This is an optimization exercise on Yosys and OpenROAD, whose aim is small area, not a production implementation. Function was checked by simulation only, so behaviour that the tests miss may differ from the original.

==> run H: inputs <==
## moldudp64
module moldudp64 #(
	parameter AXI_DATA_W  = 64,
	parameter AXI_KEEP_W  = 8,
	parameter SID_W       = 80,
	parameter SEQ_NUM_W   = 64,
	parameter ML_W        = 16,  
	parameter EOS_MSG_CNT = {ML_W{1'b1}}, 
	parameter OV_DATA_W  = 64-ML_W, 
	parameter OV_KEEP_W  = (OV_DATA_W/8), 
	parameter OV_KEEP_LW = 3  
)(
	input clk,
	input nreset,
	input                  udp_axis_tvalid_i,
	input [AXI_KEEP_W-1:0] udp_axis_tkeep_i,
	input [AXI_DATA_W-1:0] udp_axis_tdata_i,
	input                  udp_axis_tlast_i,
	input                  udp_axis_tuser_i,
	output                 udp_axis_tready_o,
	output logic                 miss_seq_num_v_o,
	output logic [SID_W-1:0]     miss_seq_num_sid_o,
	output logic [SEQ_NUM_W-1:0] miss_seq_num_start_o,	
	output logic [SEQ_NUM_W-1:0] miss_seq_num_cnt_o,
	output logic                 miss_sid_v_o,
	output logic [SID_W-1:0]     miss_sid_start_o,
	output logic [SEQ_NUM_W-1:0] miss_sid_seq_num_start_o,
	output logic [SID_W-1:0]     miss_sid_cnt_o,
	output logic [SEQ_NUM_W-1:0] miss_sid_seq_num_end_o,	
	output logic            flatlined_v_o,
	output [SID_W-1:0]      mold_msg_sid_o,
	output [SEQ_NUM_W-1:0]  mold_msg_seq_num_o,
	output                   mold_msg_v_o,
	output                   mold_msg_start_o,  
	output [AXI_KEEP_LW-1:0] mold_msg_len_o,
	output [AXI_DATA_W-1:0]  mold_msg_data_o, 
	output                   mold_msg_ov_v_o,
	output [OV_KEEP_LW-1:0]  mold_msg_ov_len_o,
	output [OV_DATA_W-1:0]   mold_msg_ov_data_o
);
clock: 8.0 ns
lec_check: 0
abc_area: 1
cap_margin: 20
core_margin: 2
core_utilization: 40
cts_buf_list: sky130_fd_sc_hd__clkbuf_16
cts_cluster_diameter: 80
cts_cluster_size: 30
place_density: 0.75
setup_slack_margin: 0.1
slew_margin: 20
standard.sh (not shown) runs the stock make flow with config.mk's settings and CLKGATE_MAP_FILE= SYNTH_SCRIPT=/design/flow/synth_recipe.tcl, a recipe that flattens the netlist after the stock synthesis.
==> flow/flow/run.sh <==
#!/bin/bash
set -euo pipefail
export BUFFER_PORTS_ARGS="-buffer_cell sky130_fd_sc_hd__buf_1"
bash standard.sh > standard.log 2>&1
==> inputs of run D, as changes to run H <==
--- a/flow/design.v
+++ b/flow/design.v
@@ -189,29 +189,26 @@
 	parameter CNT_B = 14'b10011100010000  
 )(
 	input clk,
 	input nreset,
 	input        start_v_i,  
 	output logic finished_o
 );
-localparam [CNT_W-1:0] LFSR_MASK  = 14'h2015;
-localparam [CNT_W-1:0] LFSR_START = 14'h0001;
-localparam [CNT_W-1:0] LFSR_END   = 14'h2a11;
 reg   [CNT_W-1:0] cnt_q;
 logic [CNT_W-1:0] cnt_next;
-logic [CNT_W-1:0] cnt_step;
 logic             zero;
-assign zero     = cnt_q == LFSR_END;
-assign cnt_step = { 1'b0, cnt_q[CNT_W-1:1] } ^ ( LFSR_MASK & {CNT_W{cnt_q[0]}} );
-assign cnt_next = start_v_i ? LFSR_START :
-					zero ? cnt_q : cnt_step;
+assign zero     = ~|cnt_q; 
+logic [CNT_W-1:0] cnt_dec_n;
+inc_blk #(.W(CNT_W),.K(7)) m_dec(.a(~cnt_q), .ci(1'b1), .s(cnt_dec_n), .co());
+assign cnt_next = start_v_i ? CNT_B :
+					zero ? '0 : ~cnt_dec_n;
 always @(posedge clk)
 begin
 	if (~nreset ) begin
-		cnt_q <= LFSR_START;
+		cnt_q <= CNT_B;
 	end else begin
 		cnt_q <= cnt_next;
 	end
 end
 assign finished_o = zero;
 endmodule
 module miss_msg_det #(
@@ -382,15 +379,15 @@
 genvar m;
 generate
 for ( m = 0; m < 7; m++ ) begin : g_dec
 	assign l4_dec[m] = sh_amt == m;
 end
 for ( s = 0; s < 8; s++ ) begin : g_sh
 	logic [7:0] sh_or [0:7];
-	assign sh_or[0] = {8{l4_dec[0] & ( s >= 2 )}} & b[s];
+	assign sh_or[0] = {8{l4_dec[0]}} & b[s];
 	for ( m = 1; m < 8; m++ ) begin : g_m
 		if ( s + m < 8 && m < 7 && ( s < 2 || s + m < 8 ) ) begin : g_t
 			assign sh_or[m] = sh_or[m-1] | {8{l4_dec[m]}} & b[s+m];
 		end else begin : g_n
 			assign sh_or[m] = sh_or[m-1];
 		end
 	end
Settings changed: CORE_UTILIZATION 40 to 55, PLACE_DENSITY 0.75 to default.
==> inputs of run Z, as changes to run H <==
Settings changed: PLACE_DENSITY 0.75 to default.
==> inputs of run P, as changes to run H <==
--- a/flow/design.v
+++ b/flow/design.v
@@ -189,29 +189,26 @@
 	parameter CNT_B = 14'b10011100010000  
 )(
 	input clk,
 	input nreset,
 	input        start_v_i,  
 	output logic finished_o
 );
-localparam [CNT_W-1:0] LFSR_MASK  = 14'h2015;
-localparam [CNT_W-1:0] LFSR_START = 14'h0001;
-localparam [CNT_W-1:0] LFSR_END   = 14'h2a11;
 reg   [CNT_W-1:0] cnt_q;
 logic [CNT_W-1:0] cnt_next;
-logic [CNT_W-1:0] cnt_step;
 logic             zero;
-assign zero     = cnt_q == LFSR_END;
-assign cnt_step = { 1'b0, cnt_q[CNT_W-1:1] } ^ ( LFSR_MASK & {CNT_W{cnt_q[0]}} );
-assign cnt_next = start_v_i ? LFSR_START :
-					zero ? cnt_q : cnt_step;
+assign zero     = ~|cnt_q; 
+logic [CNT_W-1:0] cnt_dec_n;
+inc_blk #(.W(CNT_W),.K(7)) m_dec(.a(~cnt_q), .ci(1'b1), .s(cnt_dec_n), .co());
+assign cnt_next = start_v_i ? CNT_B :
+					zero ? '0 : ~cnt_dec_n;
 always @(posedge clk)
 begin
 	if (~nreset ) begin
-		cnt_q <= LFSR_START;
+		cnt_q <= CNT_B;
 	end else begin
 		cnt_q <= cnt_next;
 	end
 end
 assign finished_o = zero;
 endmodule
 module miss_msg_det #(
@@ -221,98 +218,82 @@
 	parameter SID_GAP_MAX_IDX = SEQ_NUM_W-1	
 )(
 	input clk,
 	input nreset,
 	input                 v_i,
 	input [SID_W-1:0]     sid_i,
 	input [SEQ_NUM_W-1:0] seq_num_i,
-	input [SEQ_NUM_W-1:0] cur_seq_i,
-	output [SEQ_NUM_W-1:0] cur_seq_inc_o,
 	input [ML_W-1:0]      msg_cnt_i,
 	input                 eos_i,  
 	output logic                 miss_seq_num_v_o,
 	output logic [SID_W-1:0]     miss_seq_num_sid_o,
 	output logic [SEQ_NUM_W-1:0] miss_seq_num_start_o,	
 	output logic [SEQ_NUM_W-1:0] miss_seq_num_cnt_o,
 	output logic                 miss_sid_v_o,
 	output logic [SID_W-1:0]     miss_sid_start_o,
 	output logic [SEQ_NUM_W-1:0] miss_sid_seq_num_start_o,
 	output logic [SID_W-1:0]     miss_sid_cnt_o,
 	output logic [SEQ_NUM_W-1:0] miss_sid_seq_num_end_o
 );
 reg   [SID_W-1:0]     sid_q;
 reg   [SEQ_NUM_W-1:0] seq_q;
-localparam LO_W   = SID_GAP_MAX_IDX;
-localparam HZ_W   = SID_W - SID_GAP_MAX_IDX;
-localparam SID_K  = 4;
-logic [LO_W-1:0]   sid_gap_lo;
-logic              sid_lo_ge;
-logic              sid_lo_eq;
+localparam SID_K  = 7;
+localparam SID_NB = (SID_W+SID_K-1)/SID_K;
+logic [SID_W-1:0]  sid_gap;
+logic              sid_ge;
 logic              sid_match;
 logic              sid_lt;
 logic [SID_W-1:0]  sid_add;
-add_ci #(.W(LO_W), .K(SID_K)) m_sid_sub(.a(sid_i[LO_W-1:0]), .b(~sid_q[LO_W-1:0]), .ci(1'b1),
-	.s(sid_gap_lo), .co(sid_lo_ge), .eq(sid_lo_eq), .bco());
+logic [SID_NB-1:0] sid_bco;
+add_ci #(.W(SID_W), .K(SID_K)) m_sid_sub(.a(sid_i), .b(~sid_q), .ci(1'b1), .s(sid_gap), .co(sid_ge),
+	.eq(sid_match), .bco(sid_bco));
+localparam HZ_W = SID_W - SID_GAP_MAX_IDX;
 logic [HZ_W-1:0] hz_x, hz_y, hz_c;
 logic            sid_hi_zero;
-logic            sid_hi_eq;
-assign hz_x = sid_i[SID_W-1:LO_W];
-assign hz_y = ~sid_q[SID_W-1:LO_W];
-assign hz_c = { hz_x[HZ_W-2:0] | hz_y[HZ_W-2:0], sid_lo_ge };
+assign hz_x = sid_i[SID_W-1:SID_GAP_MAX_IDX];
+assign hz_y = ~sid_q[SID_W-1:SID_GAP_MAX_IDX];
+assign hz_c = { hz_x[HZ_W-2:0] | hz_y[HZ_W-2:0], sid_bco[SID_GAP_MAX_IDX/SID_K-1] };
 assign sid_hi_zero = &( ~( hz_x ^ hz_y ^ hz_c ) );
-assign sid_hi_eq   = hz_x == ~hz_y;
-assign sid_match   = sid_lo_eq & sid_hi_eq;
-assign sid_lt      = sid_hi_zero & ( |hz_x | |hz_y | sid_lo_ge ) & ~sid_match;
-reg eos_pend_q;
-always @(posedge clk) begin
-	eos_pend_q <= nreset & v_i & eos_i;
-end
+assign sid_lt    = sid_ge & ~sid_match & sid_hi_zero;
+inc_blk #(.W(SID_W)) m_sid_inc(.a(sid_q), .ci(1'b1), .s(sid_add), .co());
 always @(posedge clk) begin
 	if ( ~nreset ) begin
 		sid_q <= {SID_W{1'b0}};
-	end else if ( eos_pend_q ) begin
+	end else if ( v_i & eos_i ) begin
 		sid_q <= sid_add;
-	end else if ( v_i & ~eos_i & sid_lt ) begin
+	end else if ( v_i & sid_lt ) begin
 		sid_q <= sid_i;
 	end
 end
 assign miss_sid_v_o     = sid_lt & v_i;
 assign miss_sid_start_o = sid_q;
-assign miss_sid_cnt_o   = { {HZ_W{1'b0}}, sid_gap_lo };
+assign miss_sid_cnt_o   = sid_gap;
 assign miss_sid_seq_num_start_o = seq_q;
 assign miss_sid_seq_num_end_o   = seq_num_i;
 logic [SEQ_NUM_W-1:0] seq_gap;
 logic                 seq_ge;
 logic                 seq_lt;
 logic [SEQ_NUM_W-1:0] seq_base;
 logic [SEQ_NUM_W-1:0] seq_next;
 logic                 seq_lo_co;
 logic                 seq_eq;
 add_bk #(.W(SEQ_NUM_W)) m_seq_sub(.a(seq_num_i), .b(~seq_q), .ci(1'b1), .s(seq_gap), .co(seq_ge), .eq(seq_eq));
 assign seq_lt   = seq_ge & ~seq_eq;
-assign seq_base[SEQ_NUM_W-1:ML_W] = eos_pend_q ? sid_q[SEQ_NUM_W-1:ML_W] :
-                                    ( v_i & ~seq_lt ) ? seq_q[SEQ_NUM_W-1:ML_W] : cur_seq_i[SEQ_NUM_W-1:ML_W];
-assign seq_base[ML_W-1:0] = eos_pend_q ? sid_q[ML_W-1:0] :
-                            ~v_i ? cur_seq_i[ML_W-1:0] :
-                            seq_lt ? seq_num_i[ML_W-1:0] : seq_q[ML_W-1:0];
-add_bk #(.W(ML_W)) m_seq_add_lo(.a(seq_base[ML_W-1:0]), .b(msg_cnt_i & {ML_W{v_i}}), .ci(1'b1),
+assign seq_base = seq_lt ? seq_num_i : seq_q;
+add_bk #(.W(ML_W)) m_seq_add_lo(.a(seq_base[ML_W-1:0]), .b(msg_cnt_i), .ci(1'b1),
 	.s(seq_next[ML_W-1:0]), .co(seq_lo_co), .eq());
 inc_bk #(.W(SEQ_NUM_W-ML_W)) m_seq_add_hi(.a(seq_base[SEQ_NUM_W-1:ML_W]), .ci(seq_lo_co),
 	.s(seq_next[SEQ_NUM_W-1:ML_W]), .co());
-inc_blk #(.W(SID_W-SEQ_NUM_W)) m_sid_inc_hi(.a(sid_q[SID_W-1:SEQ_NUM_W]), .ci(&sid_q[SEQ_NUM_W-1:0]),
-	.s(sid_add[SID_W-1:SEQ_NUM_W]), .co());
-assign sid_add[SEQ_NUM_W-1:0] = seq_next;
 always @(posedge clk) begin
 	if ( ~nreset ) begin
 		seq_q <= '0;
 	end else if( v_i ) begin
 		seq_q <= eos_i ? '0 : seq_next;
 	end
 end
-assign cur_seq_inc_o = seq_next;
 assign miss_seq_num_v_o     = seq_lt & v_i & sid_match;
 assign miss_seq_num_sid_o   = sid_q;
 assign miss_seq_num_start_o = seq_q;
 assign miss_seq_num_cnt_o   = seq_gap;
 endmodule
 module dispatch #(
 	parameter AXI_DATA_W = 64,
@@ -369,28 +350,24 @@
 assign len_hi_zero       = ~|sel_msg_len_q[LEN_W-1:4];
 assign sel_msg_end       = len_hi_zero & ( ~l4[3] | ~|l4[2:0] ) & ~init_v_i;
 assign msg_len_split     = len_hi_zero & ( l4 == 4'd7 );
 assign msg_len_align     = len_hi_zero & ( l4 == 4'd8 );
 assign msg_len_align_end = l4 == 4'd6;
 assign msg_len_inner     = ~l4[3] & ~msg_len_align_end;
 assign pload_overlap_v   = valid_i & msg_len_inner & sel_msg_end & ~fsm_len_align_q & ~(msg_len_split|fsm_len_split_q);
-logic       init_sel;
-logic [2:0] sh_amt;
 logic [7:0] sh4 [0:7];
 logic [6:0] l4_dec;
-assign init_sel = valid_i & init_v_i;
-assign sh_amt = init_sel ? 3'd6 : fsm_len_split_q ? 3'd1 : fsm_len_align_q ? 3'd2 : l4[2:0];
 genvar m;
 generate
 for ( m = 0; m < 7; m++ ) begin : g_dec
-	assign l4_dec[m] = sh_amt == m;
+	assign l4_dec[m] = l4[2:0] == m;
 end
 for ( s = 0; s < 8; s++ ) begin : g_sh
 	logic [7:0] sh_or [0:7];
-	assign sh_or[0] = {8{l4_dec[0] & ( s >= 2 )}} & b[s];
+	assign sh_or[0] = {8{l4_dec[0]}} & b[s];
 	for ( m = 1; m < 8; m++ ) begin : g_m
 		if ( s + m < 8 && m < 7 && ( s < 2 || s + m < 8 ) ) begin : g_t
 			assign sh_or[m] = sh_or[m-1] | {8{l4_dec[m]}} & b[s+m];
 		end else begin : g_n
 			assign sh_or[m] = sh_or[m-1];
 		end
 	end
@@ -413,17 +390,16 @@
 assign init_hdr_len = { ~init_hdr_len_n, b[5][0] };
 logic c_field;
 assign c_align_end = init_len_v & fsm_msg_q & msg_len_align_end;
 assign c_overlap   = init_len_v & fsm_msg_q & pload_overlap_v;
 assign c_align     = init_len_v & fsm_len_align_q;
 assign c_split     = init_len_v & fsm_len_split_q;
 assign c_cont      = ~init_len_v & ~sel_msg_end;
-assign c_field     = c_align_end | c_overlap & |l4;
+assign c_field     = c_align_end | c_overlap & |l4 | c_align;
 assign len_y = {LEN_W{c_field}} & { sh4[0], sh4[1] }
-             | {LEN_W{c_align}} & { b[0], b[1] }
              | {LEN_W{c_split}} & { init_len_split_half_q, b[0] }
              | {LEN_W{c_cont}} & sel_msg_len_q;
 assign len_k = {4{c_align_end | c_overlap | c_align}} & ( 4'd6 - l4 )
              | {4{c_split}} & 4'd7
              | {4{c_cont}} & 4'd8;
 add_bk #(.W(4)) m_len_lo(.a(len_y[3:0]), .b(~len_k), .ci(1'b1), .s(len_lo), .co(len_lo_co), .eq());
 inc_bk #(.W(LEN_W-4)) m_len_hi(.a(~len_y[LEN_W-1:4]), .ci(~len_lo_co), .s(len_hi_n), .co());
@@ -442,28 +418,31 @@
 logic [KEEP_LW-1:0] sel_data_len_start;
 logic [KEEP_LW-1:0] sel_data_len;
 assign sel_data_len_start = {KEEP_LW{fsm_len_split_q}} & 'd7
 					      | {KEEP_LW{fsm_len_align_q}} & 'd6
 					      | {KEEP_LW{fsm_msg_q}} & AXI_KEEP_W
 					      | {KEEP_LW{valid_i & init_v_i}} & 'd2;  
 assign sel_data_len = ( fsm_msg_q & sel_msg_end) ? sel_msg_len_q[KEEP_LW-1:0] : sel_data_len_start;
+logic init_sel;
 logic [7:0] d [0:7];
-logic d_hdr, d_sh, d_msg;
-assign d_hdr = init_sel & ~fsm_len_split_q;
-assign d_sh  = ~init_sel & ( fsm_len_split_q | fsm_len_align_q );
-assign d_msg = ~init_sel & ~fsm_len_split_q & ~fsm_len_align_q;
+assign init_sel = valid_i & init_v_i;
+logic d_hdr, d_split, d_align, d_msg;
+assign d_hdr   = init_sel & ~fsm_len_split_q;
+assign d_split = ~init_sel & fsm_len_split_q;
+assign d_align = ~init_sel & ~fsm_len_split_q & fsm_len_align_q;
+assign d_msg   = ~init_sel & ~fsm_len_split_q & ~fsm_len_align_q;
+assign d[0] = {8{d_hdr}} & b[6] | {8{d_split}} & b[1] | {8{d_align}} & b[2] | {8{d_msg}} & b[0];
+assign d[1] = {8{d_hdr}} & b[7] | {8{d_split}} & b[2] | {8{d_align}} & b[3] | {8{d_msg}} & b[1];
 generate
-for ( s = 0; s < 8; s++ ) begin : g_d
-	if ( s < 2 ) begin : g_lo
-		assign d[s] = {8{d_hdr | d_sh}} & sh4[s] | {8{d_msg}} & b[s];
-	end else begin : g_hi
-		assign d[s] = {8{d_sh}} & sh4[s] | {8{d_msg}} & b[s];
-	end
+for ( s = 2; s < 6; s++ ) begin : g_d
+	assign d[s] = {8{d_split}} & b[s+1] | {8{d_align}} & b[s+2] | {8{d_msg}} & b[s];
 end
 endgenerate
+assign d[6] = {8{d_split}} & b[7] | {8{d_msg}} & b[6];
+assign d[7] = {8{~init_sel}} & b[7];
 logic sel_valid;
 logic ov_valid;
 assign sel_valid = ( ~fsm_invalid_q | init_v_i ) & valid_i; 
 assign ov_valid = ~fsm_invalid_q & pload_overlap_v & valid_i & ~last_i;
 logic sel_data_start;
 reg   msg_len_align_end_q;
 logic msg_len_align_end_next;
@@ -604,14 +583,15 @@
 );
 always @(posedge clk) begin
 	if( init_sid_p0_v )
 		sid_q[15:0] <= init_sid_p0;
 	if( init_sid_p1_v ) 
 		sid_q[79:16] <= init_sid_p1;
 end
+inc_blk #(.W(SEQ_NUM_W)) m_seq_inc(.a(seq_q), .ci(1'b1), .s(seq_add), .co(seq_add_overflow));
 assign seq_next[15:0]  = init_seq_num_p0_v ? init_seq_num_p0 : seq_add[15:0];
 assign seq_next[63:16] = init_seq_num_p1_v ? init_seq_num_p1 : seq_add[63:16];
 assign seq = { seq_q[63:16] , init_seq_num_p0_v? init_seq_num_p0 : seq_q[15:0] }; 
 assign seq_en     = msg_end_v;
 assign seq_msb_en = seq_en | init_seq_num_p1_v;
 assign seq_lsb_en = seq_en | init_seq_num_p0_v;
 always @(posedge clk) begin
@@ -643,16 +623,14 @@
 	.ML_W(ML_W)
 ) m_miss_det(
 	.clk(clk),
 	.nreset(nreset),
 	.v_i      (fsm_h2_q                      ),
 	.sid_i    (sid_q                         ),
 	.seq_num_i({seq_q[63:16], init_seq_num_p0}),
-	.cur_seq_i(seq_q                         ),
-	.cur_seq_inc_o(seq_add                   ),
 	.msg_cnt_i(init_msg_cnt                  ),
 	.eos_i    (init_eos                      ),  
 	.miss_seq_num_v_o    (miss_seq_num_v_o    ),
 	.miss_seq_num_sid_o  (miss_seq_num_sid_o  ),
 	.miss_seq_num_start_o(miss_seq_num_start_o),	
 	.miss_seq_num_cnt_o  (miss_seq_num_cnt_o  ),
 	.miss_sid_v_o            (miss_sid_v_o            ),
@@ -689,18 +667,26 @@
 	.start_o(mold_msg_start_o),
 	.data_o(mold_msg_data_o),
 	.len_o(mold_msg_len_o),
 	.ov_valid_o(mold_msg_ov_v_o),
 	.ov_data_o (mold_msg_ov_data_o),
 	.ov_len_o  (mold_msg_ov_len_o)
 );
+logic tlast_q;
+always @(posedge clk) begin
+	if ( ~nreset ) begin
+		tlast_q <= 1'b0;
+	end else begin
+		tlast_q <= udp_axis_tlast_i;
+	end
+end
 assign fsm_invalid_next = udp_axis_tvalid_i
 						& ( udp_axis_tlast_i | ( cnt_end & ~(h0_v | fsm_h1_q | fsm_h2_q) ))
 						| ( fsm_invalid_q & ~udp_axis_tvalid_i);
-assign h0_v            = udp_axis_tvalid_i & fsm_invalid_q;
+assign h0_v            = udp_axis_tvalid_i & ( fsm_invalid_q | tlast_q ) ;
 assign fsm_h1_next  = h0_v;
 assign fsm_h2_next  = fsm_h1_q & udp_axis_tvalid_i;
 assign fsm_msg_next = fsm_h2_q 
                     | fsm_msg_q & ~(cnt_end | udp_axis_tlast_i); 
 always @(posedge clk) begin
 	if ( ~nreset ) begin
 		fsm_invalid_q <= 1'b1;
Settings changed: CTS_BUF_LIST sky130_fd_sc_hd__clkbuf_16 to sky130_fd_sc_hd__clkbuf_8, CTS_CLUSTER_DIAMETER 80 to 60, CTS_CLUSTER_SIZE 30 to 16, PLACE_DENSITY 0.75 to default, SETUP_SLACK_MARGIN 0.1 to default.
==> results by group <==
Status
  • Outcome: aborted with a tool error
  • Fail Step: 3_2_place_iop
  • Stop Error: [ERROR PPL-0024] Number of IO pins (843) exceeds maximum number of available positions (830). Increase the die perimeter from 923.94um to 1146.48um.

Floorplanning
  • Die Wd: 231.0 um

Logic synthesis
  • Syn avg cell area: 7.707 sq um
  • Post-Syn Area: 28,340 sq um
  • Synth area leaders: edfxtp_1 (15%), dfxtp_1 (15%), nand2_1 (11%)
  • Yosys top cell area share: 0.1526
-- figures above: run D

==> results by group <==
Logic synthesis
  • Post-Synth Adder-Cell Area: 0.2319
  • Syn avg cell area: 7.945 sq um
  • Synth area leaders: ha_1 (16%), edfxtp_1 (14%), dfxtp_1 (14%)
  • Top FF cell, synth: dfxtp_1
  • Yosys top cell area share: 0.1589

Floorplanning
  • Die Wd: 278.6 um

Status
  • Outcome: timing/DRC/antenna clean

Final layout
  • Seq cells: 351

GRT
  • GRT overflow: 0

Detailed routing
  • Met2 routed WL: 59,360 um

STA
  • Max Fclk: 0.1266 GHz
-- figures above: run P

==> results by group <==
Status
  • Outcome: timing/DRC/antenna clean

Logic synthesis
  • Syn avg cell area: 7.581 sq um
  • Synth area leaders: edfxtp_1 (15%), dfxtp_1 (14%), nand2_1 (10%)

Min path
  • Hold Path End: m_cntdwn.cnt_q[5]

Floorplanning
  • Die Wd: 271.6 um

Final layout
  • Final Instance Area: 31,960 sq um
-- figures above: run H

==> results by group <==
Floorplanning
  • Die Wd: 271.6 um
  • Ports: 843

Placement
  • Placed Cells: 5,234

Logic synthesis
  • Synth area leaders: edfxtp_1 (15%), dfxtp_1 (14%), nand2_1 (10%)
  • Post-Syn Area: 28,630 sq um
  • Yosys top cell area share: 0.1510

Detailed routing
  • WL/cell: 26.74 um
  • Max layer used: met5

Worst setup path
  • Delay-heaviest family, CP: simple AND/OR/NAND/NOR gates

Status
  • Outcome: timing/DRC/antenna clean
-- figures above: run Z

==> port drivers added, routing unchanged <==
The results above use ideal ports. As a check the final layouts listed here were re-extracted and re-timed, cells and wires unchanged.
Step 1, drivers: a clkbuf_16 drives clk and a buf_2 each remaining input, both assumed.
Step 2 also shifts input and output timing later by t, the mid clock arrival at the registers, as if the neighbouring blocks saw the same clock.
a / b / c = ideal ports / drivers / drivers and shift; a / b = the first two.
run	shift t [ns]	setup slack, ns	worst setup path at the end	clock arrival spread, ns
run H	0.675	0.619 / 0.600 / -0.007	input to register	0.047 / 0.048
run Z	0.696	0.408 / 0.448 / -0.248	input to register	0.032 / 0.032
run P	0.719	0.101 / 0.028 / 0.327	input to register	0.062 / 0.062
With both steps, setup timing fails in run H and run Z, where it was met with ideal ports. For run Z, which loses most, drivers alone change the setup slack by +0.040 ns; drivers and shift together by -0.656 ns.
